This design comes from an exercise in tuning for small area and a short achievable clock period on the open sky130 flow, not from production work. Function was checked by simulation only, so behaviour that the tests miss may differ from the original.

## Lorenz_Encryptor_Top
module Lorenz_Encryptor_Top (
    input wire clk,
    input wire rst,
    input wire [7:0]  s_axis_key_tdata,    
    input wire        s_axis_key_tvalid,   
    output wire       s_axis_key_tready,   
    output wire [7:0] m_axis_key_tdata,    
    output wire       m_axis_key_tvalid,   
    input wire        m_axis_key_tready,   
    input wire [7:0]  s_axis_pixel_tdata,   
    input wire        s_axis_pixel_tvalid,  
    output wire       s_axis_pixel_tready,  
    output wire [7:0] m_axis_pixel_tdata,   
    output wire       m_axis_pixel_tvalid,  
    input wire        m_axis_pixel_tready,  
    output wire done
);
For scale: ~8800 cells after synthesis, roughly 43 I/O pins, roughly 0.090 mm2 of cells after synthesis.
Settings: LEC_CHECK=0, ABC_AREA=1, CAP_MARGIN=20, CORE_MARGIN=2, CORE_UTILIZATION=40, SLEW_MARGIN=20, SYNTH_HIERARCHICAL=1, SYNTH_MINIMUM_KEEP_SIZE=0; clock period 22.0 ns.
standard.sh (not shown) runs the stock make flow with config.mk's settings and CLKGATE_MAP_FILE= SYNTH_SCRIPT=/design/flow/synth_recipe.tcl, a recipe that flattens the netlist after the stock synthesis.
==> flow/flow/run.sh <==
#!/bin/bash
# The standard layout (standard synthesis included), with the timing
# repair steps aiming at a setup slack of SETUP_SLACK_MARGIN ns instead of 0.
# The make output goes to flow_standard.log; each step's own log is under orfs/logs.
set -uo pipefail
bash standard.sh SETUP_SLACK_MARGIN=10.5 TNS_END_PERCENT=0 finish > flow_standard.log 2>&1
Next try:
--- a/flow/flow/run.sh
+++ b/flow/flow/run.sh
@@ -4,3 +4,3 @@
 # The make output goes to flow_standard.log; each step's own log is under orfs/logs.
 set -uo pipefail
-bash standard.sh SETUP_SLACK_MARGIN=10.5 TNS_END_PERCENT=0 finish > flow_standard.log 2>&1
+bash standard.sh SETUP_SLACK_MARGIN=12 TNS_END_PERCENT=10 finish > flow_standard.log 2>&1
Effect:
- The changed run completed without violations
- via count goes up by 1.5%
- wire length goes up by 2.8%
- cell area goes up by 0.79%


Starting RTL as in the previous note.
Settings: LEC_CHECK=0, ABC_AREA=1, CAP_MARGIN=20, CORE_MARGIN=2, CORE_UTILIZATION=40, SLEW_MARGIN=20, SYNTH_HIERARCHICAL=1, SYNTH_MINIMUM_KEEP_SIZE=0; clock period 22.0 ns.
==> flow/flow/run.sh <==
#!/bin/bash
# The standard layout (standard synthesis included), with the timing
# repair steps aiming at a setup slack of SETUP_SLACK_MARGIN ns instead of 0.
# The make output goes to flow_standard.log; each step's own log is under orfs/logs.
set -uo pipefail
bash standard.sh SETUP_SLACK_MARGIN=11 TNS_END_PERCENT=0 finish > flow_standard.log 2>&1
The starting point produced a clean layout.
Next try:
--- a/flow/flow/run.sh
+++ b/flow/flow/run.sh
@@ -5,2 +5,2 @@
 set -uo pipefail
-bash standard.sh SETUP_SLACK_MARGIN=11 TNS_END_PERCENT=0 finish > flow_standard.log 2>&1
+bash standard.sh SETUP_SLACK_MARGIN=11.5 TNS_END_PERCENT=0 finish > flow_standard.log 2>&1
CORE_UTILIZATION = 33   (was 40)
Outcome: Non-clock buffer count increases by 16. Via count increases by 1.0%. Sequential share of layout area stays flat. Design area increases by 1.1%. Routed wire length increases by 2.4%. Final cell count increases by 5.3%.
Next try:
--- a/flow/flow/run.sh
+++ b/flow/flow/run.sh
@@ -5,2 +5,2 @@
 set -uo pipefail
-bash standard.sh SETUP_SLACK_MARGIN=11.5 TNS_END_PERCENT=0 finish > flow_standard.log 2>&1
+bash standard.sh SETUP_SLACK_MARGIN=11 TNS_END_PERCENT=10 finish > flow_standard.log 2>&1
CORE_UTILIZATION = 40   (was 33)
=> Hold slack barely changes; worst setup slack improved by 0.18 ns; clock-buffer cell count is higher by 4; via count barely changes; sequential share of layout area hardly moves; wire length drops by 0.92%.
Next try:
--- a/flow/flow/run.sh
+++ b/flow/flow/run.sh
@@ -5,2 +5,2 @@
 set -uo pipefail
-bash standard.sh SETUP_SLACK_MARGIN=11 TNS_END_PERCENT=10 finish > flow_standard.log 2>&1
+bash standard.sh SETUP_SLACK_MARGIN=11.5 TNS_END_PERCENT=0 finish > flow_standard.log 2>&1
CORE_UTILIZATION = 50   (was 40)
Cell area came out lower by 2.1%.
Cell count shrinks by 5.9%.
Fmax falls by 1.7%.


Starting RTL as in the previous note.
==> flow/config.mk <==
export PLATFORM = sky130hd
export DESIGN_NAME = Lorenz_Encryptor_Top
export DESIGN_NICKNAME = Lorenz_Encryptor_Top
export VERILOG_FILES = /design/flow/design.v
export SDC_FILE = /design/flow/constraint.sdc
export NUM_CORES = 4
export LEC_CHECK = 0
export ABC_AREA = 1
export CAP_MARGIN = 20
export CORE_MARGIN = 2
export CORE_UTILIZATION = 40
export SLEW_MARGIN = 20
export SYNTH_HIERARCHICAL = 1
export SYNTH_MINIMUM_KEEP_SIZE = 0
==> flow/constraint.sdc <==
create_clock -name core_clock -period 22.0 [get_ports {clk}]
set_input_delay 4.4000 -clock core_clock [delete_from_list [all_inputs] [get_ports {clk}]]
set_output_delay 4.4000 -clock core_clock [all_outputs]
set_load 0.01 [all_outputs]
==> flow/flow/run.sh <==
#!/bin/bash
# The standard layout (standard synthesis included), with the timing
# repair steps aiming at a setup slack of SETUP_SLACK_MARGIN ns instead of 0.
# The make output goes to flow_standard.log; each step's own log is under orfs/logs.
set -uo pipefail
bash standard.sh SETUP_SLACK_MARGIN=11 TNS_END_PERCENT=10 SKIP_INCREMENTAL_REPAIR=1 finish > flow_standard.log 2>&1
The starting point went through all stages and came out clean.
==> next run, changes <==
--- a/flow/flow/run.sh
+++ b/flow/flow/run.sh
@@ -6 +6 @@
-bash standard.sh SETUP_SLACK_MARGIN=11 TNS_END_PERCENT=10 SKIP_INCREMENTAL_REPAIR=1 finish > flow_standard.log 2>&1
+bash standard.sh SETUP_SLACK_MARGIN=11.5 TNS_END_PERCENT=0 finish > flow_standard.log 2>&1
Result: Via count climbs by 1.2%. Count of clock-buffer cells in the layout drops by 6. Worst setup slack gets better by 89 ps. Synthesized cell count does not change. First-iteration DRC count climbs by 2.4%. Non-clock buffer count climbs by 58. Utilization climbs by 0.32 points.
==> next run, changes <==
--- a/flow/flow/run.sh
+++ b/flow/flow/run.sh
@@ -6 +6 @@
-bash standard.sh SETUP_SLACK_MARGIN=11.5 TNS_END_PERCENT=0 finish > flow_standard.log 2>&1
+bash standard.sh SETUP_SLACK_MARGIN=10 TNS_END_PERCENT=10 finish > flow_standard.log 2>&1
Effect:
- synthesized cell count does not change
- global-route usage came out lower by 1.7 points
- first-iteration DRC count came out lower by about 5%
- via count came out lower by about 2%
- final area came out lower by about 1.7%
- clock skew came out higher by 5.3 ps
- cell count came out lower by 0.60%
- routed wire length came out lower by 4.5%
- setup slack loses 310 ps

## re-timing with driven ports
The flow's constraints put no driver on any port. The routed layouts listed below were extracted and timed again, unchanged, in two steps.
Step 1 (the two cells are an assumption about what drives the block):
set clk [get_ports {clk}]
set_driving_cell -lib_cell sky130_fd_sc_hd__clkbuf_16 $clk
set_driving_cell -lib_cell sky130_fd_sc_hd__buf_2 [delete_from_list [all_inputs] $clk]
Step 2, shift: input delay + t, output delay - t, t = (earliest + latest rising clock arrival at the registers) / 2. This alone moves slack from input paths to output paths.
Slacks: ideal / step 1 / step 2; pairs: ideal / step 1.
run	shift t [ns]	setup slack, ns	slew at the worst register clock pin (ns)
the first run of note 1	0.730	10.479 / 10.479 / 10.479	0.07 / 0.07
the second run of note 1	0.734	10.414 / 10.414 / 10.414	0.08 / 0.08
the first run of note 2	0.706	10.420 / 10.420 / 10.420	0.07 / 0.07
the second run of note 2	0.754	10.353 / 10.353 / 10.353	0.07 / 0.07
the third run of note 2	0.706	10.531 / 10.531 / 10.531	0.07 / 0.07
the fourth run of note 2	0.762	10.329 / 10.329 / 10.329	0.07 / 0.07
the first run of note 3	0.703	10.294 / 10.294 / 10.294	0.07 / 0.07
the second run of note 3	0.712	10.384 / 10.384 / 10.384	0.07 / 0.07
the third run of note 3	0.712	10.072 / 10.072 / 10.072	0.07 / 0.07
After both steps setup and hold are still met in every run listed.
